This is an optimization exercise on Yosys and OpenROAD, whose aim is small area, not a production implementation.
The RTL of this run was laid out without a check of its function.
No activity file was given, so power comes from the tool's default toggle rates.

**flow/config.mk**
```make
export PLATFORM = sky130hd
export DESIGN_NAME = uart_core
export DESIGN_NICKNAME = uart_core
export VERILOG_FILES = /design/flow/design.v
export SDC_FILE = /design/flow/constraint.sdc
export NUM_CORES = 4
export LEC_CHECK = 0
export CAP_MARGIN = 20
export CORE_MARGIN = 2
export CORE_UTILIZATION = 40
export SLEW_MARGIN = 20
```
**flow/constraint.sdc**
```tcl
create_clock -name core_clock -period 10.0 [get_ports {clk}]
set_input_delay 2.0000 -clock core_clock [delete_from_list [all_inputs] [get_ports {clk}]]
set_output_delay 2.0000 -clock core_clock [all_outputs]
set_load 0.01 [all_outputs]
```
**flow/design.v**
```verilog
module irq_block
#(
	parameter WIDTH=8
)
(
	input wire clk
	,input wire nRst
	,input wire [WIDTH-1:0] events
	,input wire [WIDTH-1:0] mask
	,input wire [WIDTH-1:0] clear
	,output reg [WIDTH-1:0] pending
	,output wire irq
);
	always @(posedge clk,negedge nRst)
	begin
		if(~nRst)
		begin
          pending<=0;
		end
		else
		begin
          pending<=(~clear)&(pending|(mask&events));
		end
	end
  assign irq=|pending;
endmodule
module baud_generator_int
#(
	parameter BAUD_BITS=16
)
(
	input wire clk  
	,input wire nRst  
	,output wire baudClkTx  
	,output wire baudClkRx  
	,input wire [BAUD_BITS-1:0] baudDivisor  
	,input wire baudOversampling
);
	reg [BAUD_BITS-1:0] rxCounter;
	reg baudClkRxLevel;
	reg [(1<<4)-1:0] txCounter;
	wire rx_wrap;
	assign rx_wrap=~(rxCounter<(baudDivisor/2)-1);
	always @(posedge clk, negedge nRst)
	begin
		if(~nRst)
		begin
			rxCounter<=0;
			baudClkRxLevel<=0;
		end
		else
			if(~rx_wrap)
				rxCounter<=rxCounter+1;
			else
			begin
				rxCounter<=0;
				baudClkRxLevel<=~baudClkRxLevel;
			end
	end
	assign baudClkRx=rx_wrap&(~baudClkRxLevel);
	wire [(1<<4)-1:0] txCounterNext;
	assign txCounterNext=txCounter+1;
	always @(posedge clk,negedge nRst)
	begin
		if(~nRst)
			txCounter<=0;
		else if(baudClkRx)
			txCounter<=txCounterNext;
	end
	assign baudClkTx=baudClkRx&(~txCounter[baudOversampling+2])&txCounterNext[baudOversampling+2];
endmodule
module uart_tx
#(
    parameter DATA_BITS=8
)
(
    input wire clk  
    ,input wire baudClk  
    ,input wire nRst    
    ,input wire softRst  
    ,input wire startTx  
    ,input wire [DATA_BITS-1:0] dataTx  
    ,output reg uartTxLine  
    ,output reg uartTxBusy  
    ,input wire stopBits   
    ,input wire parity     
);
    reg [1:0] uart_state_tx;
    parameter BIT_INDEX=$clog2(DATA_BITS+1);
    reg [BIT_INDEX-1:0] bit_index;
    parameter STOP_BIT_COUNTER=2;
    reg [STOP_BIT_COUNTER-1:0] stop_counter;
    localparam UART_STATE_IDLE=0;
    localparam UART_STATE_START=1;
    localparam UART_STATE_DATA=2;
    localparam UART_STATE_STOP=3;
    reg [DATA_BITS-1+1:0] dataReg;
    always @(posedge clk,negedge nRst) 
    begin
        if(~nRst)
        begin
            uart_state_tx<=UART_STATE_IDLE;
            uartTxLine<=1;
            bit_index<=0;
            uartTxBusy<=0;
            stop_counter<=0;
            dataReg<=0;
        end
        else if(softRst)
        begin
            uart_state_tx<=UART_STATE_IDLE;
            uartTxLine<=1;
            bit_index<=0;
            uartTxBusy<=0;
            stop_counter<=0;
            dataReg<=0;
        end
        else if(baudClk)
        begin
            case (uart_state_tx)
                UART_STATE_IDLE:
                begin
                    uartTxLine<=1;
                    if (startTx) 
                    begin
                        uartTxBusy<=1;
                        bit_index<=0;
                        uart_state_tx<=UART_STATE_START;
                    end
                end
                UART_STATE_START: 
                begin                    
                    dataReg[DATA_BITS-1:0]<=dataTx;
                    dataReg[DATA_BITS]<=(parity)? ~(^dataTx):(^dataTx);
                    uartTxLine<=0;
                    uart_state_tx<=UART_STATE_DATA;
                end
                UART_STATE_DATA: 
                begin
                    if (bit_index<DATA_BITS+1)
                    begin
                        bit_index<=bit_index+1;
                        uartTxLine<=dataReg[bit_index];
                    end
                    else
                    begin
                        bit_index<=0;
                        uart_state_tx<=UART_STATE_STOP;
                        stop_counter<=0;
                        uartTxLine<=1;
                    end
                end
                UART_STATE_STOP: 
                begin
                    if(stop_counter<(stopBits? 1:0))
                    begin
                        uartTxLine<=1;
                        stop_counter<=stop_counter+1;
                    end
                    else
                    begin
                        begin
                            uartTxBusy<=0;
                            stop_counter<=0;
                            uart_state_tx<=UART_STATE_IDLE;                            
                        end
                    end
                end
                default: uart_state_tx<=UART_STATE_IDLE;
            endcase
        end
    end
endmodule
module uart_rx_oversampler
(
	input wire clk  
	,input wire baudClk  
	,input wire nRst  
	,input wire softRst  
	,input wire uartOverSamplerStart  
	,input wire baudOversampling  
	,input wire uartRxLine  
	,output wire uartSampleBit  
	,output wire uartSampleReady  
);
	reg [4:0] sample_middle_bit;  
	reg [4:0] sample_count;  
	reg [2:0] uart_sample_middle;
	assign uartSampleBit=(uart_sample_middle[0]&uart_sample_middle[1])|(uart_sample_middle[1]&uart_sample_middle[2])|(uart_sample_middle[2]&uart_sample_middle[0]);
	wire uart_oversampler_active;
	assign uart_oversampler_active=uartOverSamplerStart|uartSampleReady;
	reg uart_sample_ready;
	assign uartSampleReady=uart_sample_ready;
	reg first_bit;
	always @(posedge clk,negedge nRst)
	begin
		if(~nRst)
		begin
			uart_sample_middle<=0;
			sample_count<=0;
			uart_sample_ready<=0;
			first_bit<=0;
			sample_middle_bit<=0;
		end
		else if(softRst)
		begin
			uart_sample_middle<=0;
			sample_count<=0;
			uart_sample_ready<=0;
			first_bit<=0;
			sample_middle_bit<=0;
		end
		else if(baudClk)
		begin
          sample_middle_bit<=(first_bit)? ((1<<(baudOversampling+3))-1):((1<<(baudOversampling+2))-1);
			if(uart_oversampler_active)
			begin
				if(sample_count==sample_middle_bit-1)
					uart_sample_middle[0]<=uartRxLine;
				else if(sample_count==sample_middle_bit)
					uart_sample_middle[1]<=uartRxLine;
				else if(sample_count==sample_middle_bit+1)
					uart_sample_middle[2]<=uartRxLine;
				if(sample_count==sample_middle_bit)
				begin
					uart_sample_ready<=1;
					sample_count<=0;
					first_bit<=1;
				end
				else
				begin
					uart_sample_ready<=0;				
					sample_count<=sample_count+1;
				end
			end
		end
	end
endmodule
module uart_rx
#(
	parameter DATA_BITS=8
	,parameter ERR_BITS=2
)
(
	input wire clk  
	,input wire baudClk  
	,input wire nRst   
	,input wire softRst  
	,input wire uartRxLine  
	,output reg [DATA_BITS-1:0] dataRx  
	,output wire uartRxReady  
	,output reg [ERR_BITS-1:0] uartRxErr  
	,output wire uartRxBusy  
	,input wire stopBits  
	,input wire parity	  
	,input wire baudOversampling  
);
	reg [1:0] uart_state_rx;
	parameter BIT_INDEX=$clog2(DATA_BITS+1);
	reg [BIT_INDEX-1:0] bit_index;
	reg [DATA_BITS:0] uart_data_rx_parity;
	reg [1:0] stop_counter;
	localparam UART_STATE_IDLE=0;
	localparam UART_STATE_DATA=1;
	localparam UART_STATE_STOP=2;
	localparam UART_ERR_PARITY=1;
	localparam UART_ERR_FRAME=2;
	reg uart_rx_parity;
	reg uart_rx_ready_1clk;
	reg uart_rx_ready_2clk;
	reg uart_oversampler_start;	 
	wire uart_oversampler_start_wire;
	assign uart_oversampler_start_wire=uart_oversampler_start;
	wire uart_sample_ready;  
	wire uart_rx_bit;
	uart_rx_oversampler
	uart_rx_oversampler_0
	(
		.clk                  (clk)
		,.baudClk             (baudClk)
		,.nRst                (nRst)
		,.softRst             (softRst)
		,.uartRxLine          (uartRxLine)
		,.baudOversampling    (baudOversampling)
		,.uartOverSamplerStart(uart_oversampler_start_wire)
		,.uartSampleBit       (uart_rx_bit)
		,.uartSampleReady     (uart_sample_ready)
	);
	assign uartRxBusy=(uart_state_rx!=UART_STATE_IDLE);
	assign uartRxReady=uart_rx_ready_1clk^uart_rx_ready_2clk;
	always @(posedge clk,negedge nRst)
	begin
		if(~nRst)
		begin
			uart_state_rx<=UART_STATE_IDLE;
			bit_index<=0;
			uart_data_rx_parity<=0;
			uart_oversampler_start<=0;
			dataRx<=0;
			uart_rx_ready_1clk<=0;
			uart_rx_ready_2clk<=0;
			uart_rx_parity<=0;
			stop_counter<=0;
			uartRxErr<=0;
		end
		else if(softRst)
		begin
			uart_state_rx<=UART_STATE_IDLE;
			bit_index<=0;
			uart_data_rx_parity<=0;
			uart_oversampler_start<=0;
			dataRx<=0;
			uart_rx_ready_1clk<=0;
			uart_rx_ready_2clk<=0;
			uart_rx_parity<=0;
			stop_counter<=0;
			uartRxErr<=0;
		end
		else if(baudClk)
		begin
			uart_rx_ready_2clk<=uart_rx_ready_1clk;
			case(uart_state_rx)
				UART_STATE_IDLE:
				begin
					if(uartRxLine==0)
					begin
						uart_oversampler_start<=1;
						if(uart_sample_ready && uart_rx_bit==0)
						begin
							uart_state_rx<=UART_STATE_DATA;
							uartRxErr<=0;
							uart_rx_ready_1clk<=0;
							uart_rx_ready_2clk<=0;
							bit_index<=0;
							dataRx<=0;
							uart_rx_parity<=0;
						end
					end
				end
				UART_STATE_DATA:
				begin
					begin
						if(bit_index<DATA_BITS+1)	 
						begin
							if(uart_sample_ready)
							begin
								uart_data_rx_parity[bit_index]<=uart_rx_bit;
								bit_index<=bit_index+1;
							end
						end
						else
						begin
							uart_rx_parity<=(parity==0)? (^uart_data_rx_parity):(~^uart_data_rx_parity);
							uart_state_rx<=UART_STATE_STOP;
							stop_counter<=0;
						end
					end
				end
				UART_STATE_STOP:
				begin
					if(uart_rx_parity==1)
					begin
						uartRxErr<=UART_ERR_PARITY;
						uart_state_rx<=UART_STATE_IDLE;
					end
					else
					begin
						if(uart_sample_ready)
						begin
							if(stop_counter<(stopBits+1))
								if(uart_rx_bit)
									stop_counter<=stop_counter+1;
								else
								begin
									uartRxErr<=UART_ERR_FRAME;
									uart_state_rx<=UART_STATE_IDLE;
								end
							else
							begin
								uart_rx_ready_1clk<=1;
								dataRx<=uart_data_rx_parity[DATA_BITS-1:0];
								uart_state_rx<=UART_STATE_IDLE;								
							end
						end
					end
				end
				default: uart_state_rx<=UART_STATE_IDLE;
			endcase
		end
	end
endmodule
module uart_engine
#(
	parameter BAUD_BITS=16
	,DATA_BITS=8
	,ERR_BITS=2
)
(
	input wire clk
	,input wire nRst
	,input wire [BAUD_BITS-1:0] configBaudGen
	,input wire configOs
	,input wire configStopBits
	,input wire configParity
	,input wire nRstTxSft
	,input wire txStart
	,input wire [DATA_BITS-1:0] txWriteData
	,output wire txBusy
	,output wire uartTxLine
	,input wire nRstRxSft
	,input wire uartRxLine 
	,output wire [DATA_BITS-1:0] rxReadData
	,output wire rxReady
	,output wire [ERR_BITS-1:0] rxErr
	,output wire rxBusy
	,input wire testEnable
	,input wire txEnable
	,input wire rxEnable
);
	wire baud_clk_tx,baud_clk_rx;
	baud_generator_int
	#(
		.BAUD_BITS(BAUD_BITS)
	)
	baud_generator_int_0
	(
		.clk          	  (clk)
		,.nRst            (nRst)
		,.baudClkTx       (baud_clk_tx)
		,.baudClkRx       (baud_clk_rx)
		,.baudDivisor     (configBaudGen)
		,.baudOversampling(configOs)
	);
	uart_tx
	#(
		.DATA_BITS(DATA_BITS)
	)
	uart_tx_0
	(
		.clk       (clk)
		,.nRst      (nRst)
		,.softRst   (nRstTxSft)
		,.baudClk   (baud_clk_tx)
		,.startTx   (txStart)
		,.dataTx    (txWriteData)
		,.uartTxLine(uartTxLine)
		,.uartTxBusy(txBusy)
		,.stopBits  (configStopBits)
		,.parity    (configParity)
	);
	uart_rx
	#(
		.DATA_BITS        (DATA_BITS)
		,.ERR_BITS         (ERR_BITS)
	)
	uart_rx_0
	(
		.clk              (clk)
		,.nRst            (nRst)
		,.softRst         (nRstRxSft)
		,.parity          (configParity)
		,.stopBits        (configStopBits)
		,.baudClk         (baud_clk_rx)
		,.baudOversampling(configOs)
		,.uartRxLine      (testEnable? uartTxLine:uartRxLine)
		,.dataRx          (rxReadData)
		,.uartRxReady     (rxReady)
		,.uartRxErr       (rxErr)
		,.uartRxBusy      (rxBusy)
	);
endmodule
module uart_core
#(
	parameter DATA_BITS=8
	,parameter BAUD_BITS=16
	,parameter ERR_BITS=2
	,parameter UART_ADDR_BITS=8
	,parameter UART_DATA_BITS=32
)
(
	input wire clk  
	,input wire nRst  
	,input wire [UART_ADDR_BITS-1:0] addrIn  
	,input wire [UART_DATA_BITS-1:0] dataIn  
	,output reg [UART_DATA_BITS-1:0] dataOut  
	,input wire wr  
	,input wire valid  
	,output reg ready  
	,output wire irq  
	,output wire uartTxLine  
	,input wire uartRxLine  
);
	localparam UART_REG_BASE		=8'h00;
	localparam UART_REG_WRITE 		=8'h00;
	localparam UART_REG_READ		=8'h04;
	localparam UART_REG_CONFIG		=8'h08;
	localparam UART_REG_CONTROL		=8'h0C;
	localparam UART_REG_RESET		=8'h10;
	localparam UART_REG_STATUS		=8'h14;
	localparam UART_REG_INT_STATUS	=8'h18;
	localparam UART_REG_INT_MASK  	=8'h1C;
	localparam UART_REG_INT_PEND	=8'h20;
	localparam UART_REG_INT_CLR 	=8'h24;
	localparam UART_REG_END 		=8'h28;
	parameter OVERSAMPLING_MULT=1;
	reg [DATA_BITS-1:0] reg_write;
	wire [DATA_BITS-1:0] reg_read;
	reg [7:0] reg_intr_mask;
	wire [7:0] reg_intr_pend;
	reg [7:0] reg_intr_clr;
  	reg reg_tx_busy_intr;
	reg reg_start_tx;
	reg reg_enable_tx;
	reg reg_enable_rx;
	reg reg_reset_tx;
	reg reg_reset_tx_in;
	reg reg_reset_tx_1clk;
	reg reg_reset_rx;
	reg reg_reset_rx_in;
	reg reg_reset_rx_1clk;
	wire test_available;
	assign test_available=reg_enable_tx&reg_enable_rx;
	reg config_test_mode;
	wire config_test_mode_wire;
	assign config_test_mode_wire=config_test_mode;
	reg config_parity;
	reg config_stop_bits;
	reg config_os;
	reg [BAUD_BITS-1:0] config_baud;
	wire uart_tx_busy;
	wire uart_rx_ready;
	wire [ERR_BITS-1:0] uart_rx_err;
	wire reg_uart_tx_busy;
	wire reg_uart_rx_busy;
	/*verilator lint_off UNUSED*/
	wire [31:9] unused_data=dataIn[31:9];
	/*verilator lint_on UNUSED*/
	assign reg_uart_tx_busy=uart_tx_busy|reg_start_tx;
	always @(posedge clk,negedge nRst)
	begin
		if(~nRst)
		begin
			reg_write<=0;
			reg_start_tx<=0;
			reg_enable_tx<=0;
			reg_enable_rx<=0;
			reg_reset_tx<=1;
			reg_reset_rx<=1;
			reg_reset_tx_1clk<=0;
			reg_reset_rx_1clk<=0;
			reg_reset_tx_in<=0;
			reg_reset_rx_in<=0;
			config_test_mode<=0;
			config_parity<=0;
			config_stop_bits<=0;
			config_os<=0;
			config_baud<=0;
			reg_intr_mask<=0;
			reg_intr_clr<=0;
			reg_tx_busy_intr<=0;
			dataOut<=0;
			ready<=1;
		end
		else
		begin
			reg_reset_tx_1clk<=reg_reset_tx_in;
			reg_reset_rx_1clk<=reg_reset_rx_in;
			reg_reset_tx<=(~reg_reset_tx_1clk)&reg_reset_tx_in;
			reg_reset_rx<=(~reg_reset_rx_1clk)&reg_reset_rx_in;
			if(uart_tx_busy)
				reg_start_tx<=0;
			if(reg_tx_busy_intr)
				reg_tx_busy_intr<=0;
			if(reg_intr_clr!=0)
				reg_intr_clr<=0;
			if(valid)
			begin
				case(addrIn)
					UART_REG_WRITE:
					begin
						if(reg_enable_tx)
						begin
							if(wr)
							begin
								if(~reg_uart_tx_busy)
								begin
									reg_write[DATA_BITS-1:0]<=dataIn[DATA_BITS-1:0];
									reg_start_tx<=1;
								end
								else
									reg_tx_busy_intr<=1;
							end
						end
					end
					UART_REG_READ:
					begin
						if(reg_enable_rx)
						begin
							if(~wr)
								dataOut<={24'd0,reg_read};
						end
					end
					UART_REG_CONFIG:
					begin
						if(wr)
						begin
							if(~(uart_tx_busy|reg_uart_rx_busy))
							begin
								config_baud<=dataIn[BAUD_BITS-1:0];  
								config_os<=dataIn[BAUD_BITS];  
								config_parity<=dataIn[BAUD_BITS+OVERSAMPLING_MULT];  
								config_stop_bits<=dataIn[BAUD_BITS+OVERSAMPLING_MULT+1];  
							end
						end
					end
					UART_REG_CONTROL:
					begin
						if(wr)
						begin
							if(dataIn[0])
								reg_enable_tx<=1;
							else if(~uart_tx_busy)
								reg_enable_tx<=0;
							if(dataIn[1])
								reg_enable_rx<=1;
							else if(~reg_uart_rx_busy)
								reg_enable_rx<=0;
							if(dataIn[0]&dataIn[1]&dataIn[2])
								config_test_mode<=1;
							else
								config_test_mode<=0;
						end
						else
						begin
							dataOut<={{27{1'd0}},config_test_mode,reg_reset_rx,reg_reset_tx,reg_enable_rx,reg_enable_tx};
						end
					end
					UART_REG_RESET:
					begin
						if(wr)
						begin
							reg_reset_tx_in<=~dataIn[0];
							reg_reset_rx_in<=~dataIn[1];
						end
					end
					UART_REG_STATUS:
					begin
						if(~wr)
							dataOut<={{29{1'b0}},uart_rx_ready,reg_uart_rx_busy,reg_uart_tx_busy};
					end
					UART_REG_INT_STATUS:
					begin
						if(~wr)
							dataOut<={{(32-(ERR_BITS+1)){1'b0}},reg_intr_pend};
					end
					UART_REG_INT_MASK:
					begin
						if(wr)
							reg_intr_mask<=dataIn[7:0];
						else
							dataOut<={{(32-8){1'b0}},reg_intr_mask};
					end
					UART_REG_INT_CLR:
					begin
						if(wr)
						begin
							reg_intr_clr<=dataIn[7:0];
							reg_tx_busy_intr<=0;
						end
					end
					default:
					begin
						dataOut<=0;
					end
				endcase
			end
		end
	end
	irq_block
	#(
		.WIDTH(8)
	)
	irq_block_0
	(
		.clk(clk)
		,.nRst(nRst)
      	,.events({{4{1'b0}},reg_tx_busy_intr,uart_rx_err,uart_rx_ready})
		,.mask(reg_intr_mask)
		,.clear(reg_intr_clr)
		,.pending(reg_intr_pend)
		,.irq(irq)
	);
	uart_engine
	#(
		.BAUD_BITS(BAUD_BITS)
		,.DATA_BITS(DATA_BITS)
		,.ERR_BITS (ERR_BITS)
	)
	uart_engine_0
	(
		.clk            (clk)
		,.nRst          (nRst)
		,.uartRxLine    (uartRxLine)
		,.uartTxLine    (uartTxLine)
		,.configBaudGen (config_baud)
		,.configOs      (config_os)
		,.configStopBits(config_stop_bits)
		,.configParity  (config_parity)
		,.nRstTxSft     (reg_reset_tx)
		,.txStart       (reg_start_tx)
		,.txWriteData   (reg_write)
		,.txBusy        (uart_tx_busy)
		,.nRstRxSft     (reg_reset_rx)
		,.rxReadData    (reg_read)
		,.rxReady       (uart_rx_ready)
		,.rxErr         (uart_rx_err)
		,.rxBusy        (reg_uart_rx_busy)
		,.testEnable    (config_test_mode_wire)
		,.txEnable      (reg_enable_tx)
		,.rxEnable      (reg_enable_rx)
	);
endmodule
```
**flow/run.sh**
```bash
#!/bin/bash
# synth_recipe.tcl (not shown) runs the flow's synth.tcl, then flattens the netlist and writes it again
# the make line also repeats each setting of config.mk as NAME=value (left out here)
make -C /OpenROAD-flow-scripts/flow DESIGN_CONFIG=/design/flow/config.mk WORK_HOME=/design/flow/orfs CLKGATE_MAP_FILE= SYNTH_SCRIPT=/design/flow/synth_recipe.tcl finish
```
==> impl_metrics.tcl <==
set metrics [dict create \
    end_kind "flop" \
    postCtsHoldBufs 0 \
    setup-violations-final 0 \
    finalCritPeriodShare_pct 48.02 \
    gp_congestion 0.7971 \
    stdcell_area_um2 9784 \
    slowest_stage "nor4b_1" \
    clockBufferDepth 2 \
    routed_via_density 5.375 \
    worstHoldPathCells 1 \
    cp_cell_sequence "or4_4, nor4b_1, nand2_1, ha_1, nand4_1, nor3_1, a32oi_2, a21oi_2, buf_4, nand4_1, mux2_2" \
    finalHoldViolations 0 \
    crit_path_frequent_cell "nand4_1" \
    nFillCells 2043 \
    synth_cells 856 \
    ir_drop_v 0.0001306 \
    initial_core_util_pct 40.90 \
    post_cts_resized 0 \
    num_vias 6343 \
    cts_tree "done" \
    area_growth_syn_to_layout_pct 13.09 \
    clk_latency_ns 0.43 \
    grt.met3_usage_pct 3.464 \
    crit_path_start_kind "flop" \
    die_h_um 151.1 \
    grtUsageMet2_pct 29.05 \
    yosysTopAreaCell "dfrtp_1" \
    grt_usage_pct 18.28 \
    boundaryPins 80 \
    holdPathEnd "reg_reset_tx$_DFF_PN1_" \
    grt_pass1_vias 6054 \
    reg2reg_depth 11 \
    critPathRequiredTime_ns 10.31 \
    yosysSeqAreaShare_pct 44.87 \
    min-delay-start "reg_reset_tx_1clk$_DFF_PN0_" \
    antenna_found_initial 0 \
    use_met1_pct 26.03 \
    layout_common_cells "dfrtp_1 (152), nor2_1 (80), nand2_1 (67)" \
    crit_fanout 19 \
    outcome "finished clean" \
    drc_errors 0 \
    regToRegSetupSlack_ns 5.20 \
    final_cells 1180 \
    drt-total-wl_um 19810 \
    fin_tns_setup_ns 0 \
    clock-skew-final_ns 0.01420 \
    place_area_um2 9195 \
    synth.yosys.warnings 6 \
    grt_pass1_wl_um 32360 \
    root_buffer "clkbuf_16" \
    grt_max_degree 101 \
    synthDistinctLibCells 80 \
    n_antenna_cell 0 \
    firstDrtPassIters 5 \
    drive_gt1_share_pct 11.49 \
    chipWidth_um 151.1 \
    synth_seq_cells 155 \
    regArea_um2 3882 \
    power.density_nw_per_um2 151.4 \
    busiest_layer "met2" \
    place_hpwl_um 14030 \
    async_reset_ff_share_pct 100.0 \
    p_leak_nw 4.420 \
    final_common_cell "dfrtp_1" \
    dp.cells 1148 \
    drtAntennaViolNets 0 \
    hp-class "flop to flop" \
    placementRows 53 \
    nets 973 \
    max_freq_ghz 0.2082 \
    clkSinkCount 155 \
    timing.rr.end "uart_engine_0.uart_rx_0.uart_data_rx_parity[4]$_DFFE_PN0P_" \
    post_cts_buffers 0 \
    h-tree-depth 4 \
    tightest_slew_ns 1.039 \
    reg2reg_from "config_baud[7]$_DFFE_PN0P_" \
    fin_crit_ns 4.802 \
    final_util_pct 46.25 \
    maxSlewViolCount 0 \
    synthTopCellsByArea "dfrtp_1 (44%), ha_1 (5.2%), mux2_2 (4.7%)" \
    avgSynthCellArea_um2 10.11 \
    routedWlPerCell_um 16.79 \
    clk_pin_slew_ns 0.07 \
    core-area_um2 21150 \
    multi_input_area_um2 4384 \
    timing.max_cap.violations 0 \
    syn-cell-area_um2 8652 \
    rsz0062_at_grt "no" \
    synthFlopType "dfrtp_1" \
    dieArea_um2 22820 \
    numPortBuffers 41 \
    crit_arrival_ns 5.11 \
    cpPeakStageDelay_ns 0.79 \
    slew_headroom_pct 30.29 \
    grt_overflow_total 0 \
    numCtsBuffers 17 \
    synth_top_cell_area_share_pct 43.96 \
    first_iter_violations 471 \
    synth_edf_count 0 \
    crit_type "flop to flop" \
]
[cells in the mapped netlist, types with 13 or more instances]
cell,count
dfrtp_1,152
nor2_1,80
nand2_1,67
a21oi_1,36
ha_1,36
mux2_2,36
xnor2_1,35
nand3_1,32
inv_1,29
buf_4,25
mux2i_1,25
o21ai_0,24
xor2_1,24
nor3_1,19
clkbuf_1,18
a31oi_1,15
nand2b_1,14
nor2b_1,13
[flip-flops by register name, summed over array words and instances, names as in the netlist, 2 cells and up, named ones only]
| signal | cells |
|---|---|
| uart_engine_0.uart_tx_0.dataReg | 9 |
| irq_block_0.pending | 8 |
| reg_write | 8 |
| uart_engine_0.baud_generator_int_0.txCounter | 4 |
| reg_intr_clr | 8 |
| uart_engine_0.uart_tx_0.stop_counter | 2 |
| uart_engine_0.uart_rx_0.uart_data_rx_parity | 9 |
| dataOut | 8 |
| uart_engine_0.uart_rx_0.stop_counter | 2 |
| config_baud | 15 |
| uart_engine_0.uart_tx_0.bit_index | 4 |
| uart_engine_0.uart_tx_0.uart_state_tx | 2 |
| uart_engine_0.uart_rx_0.uart_rx_oversampler_0.sample_count | 5 |
| uart_engine_0.uart_rx_0.dataRx | 8 |
| uart_engine_0.uart_rx_0.bit_index | 4 |
| reg_intr_mask | 8 |
| uart_engine_0.uart_rx_0.uartRxErr | 2 |
| uart_engine_0.uart_rx_0.uart_state_rx | 2 |
| uart_engine_0.baud_generator_int_0.rxCounter | 16 |
[report_power, final]
group / total [mW] / switching [mW] / internal, mW
clock: 0.648 / 0.288 / 0.360
sequential: 0.688 / 0.0298 / 0.659
combinational: 0.146 / 0.0864 / 0.0592
[critical path, delay by kind of cell, from the launching register on]
kind / cells / cell delay [ns]
and+or+nand+nor: 6 / 2.18
muxes: 1 / 0.33
DFF: 1 / 0.41
adders and majority gates: 1 / 0.38
buffers and inverters: 1 / 0.35
AOI/OAI and AO/OA: 2 / 1.01
[how the worst max path moves through the flow]
stage          depth (start not counted)                       start                                                          to
2_1_floorplan                         11  config_baud[7]$_DFFE_PN0P_         uart_engine_0.uart_tx_0.stop_counter[0]$_DFFE_PN0P_
3_3_place_gp                           5                   addrIn[4]                                reg_intr_mask[7]$_DFFE_PN0P_
3_5_place_dp                          11  config_baud[7]$_DFFE_PN0P_  uart_engine_0.uart_rx_0.uart_data_rx_parity[4]$_DFFE_PN0P_
4_1_cts                               11  config_baud[7]$_DFFE_PN0P_  uart_engine_0.uart_rx_0.uart_data_rx_parity[4]$_DFFE_PN0P_
5_1_grt                               11  config_baud[7]$_DFFE_PN0P_  uart_engine_0.uart_rx_0.uart_data_rx_parity[4]$_DFFE_PN0P_
6_report                              11  config_baud[7]$_DFFE_PN0P_  uart_engine_0.uart_rx_0.uart_data_rx_parity[4]$_DFFE_PN0P_
[metal layers]
layer,part of all wire [%],vias to the layer above
li1,-,3097
met1,49,3107
met2,46,123
met3,3.6,16
met4,0.97,0
met5,0,-
[stage by stage]
stage,setup slack [ns],hold WS [ns],power [mW]
5_1_grt,5.003,0.3930,1.545
3_5_place_dp,5.268,0.3517,0.8452
6_report,5.198,0.3640,1.482
2_1_floorplan,6.145,0.3436,0.7811
4_1_cts,5.210,0.3633,1.497
3_3_place_gp,5.317,0.3477,0.8457
[cells by family after synthesis]
logic type                 after synthesis  synth area share, %
adders and majority gates               37                5.322
and+or+nand+nor                        302                17.64
DFF                                    155                44.87
AOI/OAI and AO/OA                      153                12.49
muxes                                   63                8.098
buffers and inverters                   85                5.509
xor gates and xnor gates                59                5.972
other                                    2              0.08680
[cell type report]
cell class | instances | area share [%]
clock buffer | 18 | 4.488
clock inverter | 14 | 1.535
inverter | 30 | 1.151
multi-input combinational | 639 | 44.81
sequential | 155 | 39.68
tap | 275 | 3.517
timing repair buffer | 49 | 4.821

port drivers added, routing unchanged:
In the flow no input, the clock included, has a driving cell. The finished layout below was timed again as built, in two steps. Step 1 assumes that a clkbuf_16 drives the clock port and a buf_2 every other input. Step 2, shift: input delay + t, output delay - t, t = (earliest + latest rising clock arrival at the registers) / 2. This alone moves slack from input paths to output paths. Three values: no drivers, after step 1, after step 2; two values: the first two.
t, ns: 0.468
setup WS [ns]: 5.198 / 5.198 / 5.198
hold WS [ns]: 0.364 / 0.364 / 0.364
After both steps setup and hold are still met in this run. The setup slack of this run moves by 0.000 ns with the drivers and by 0.000 ns with both steps.
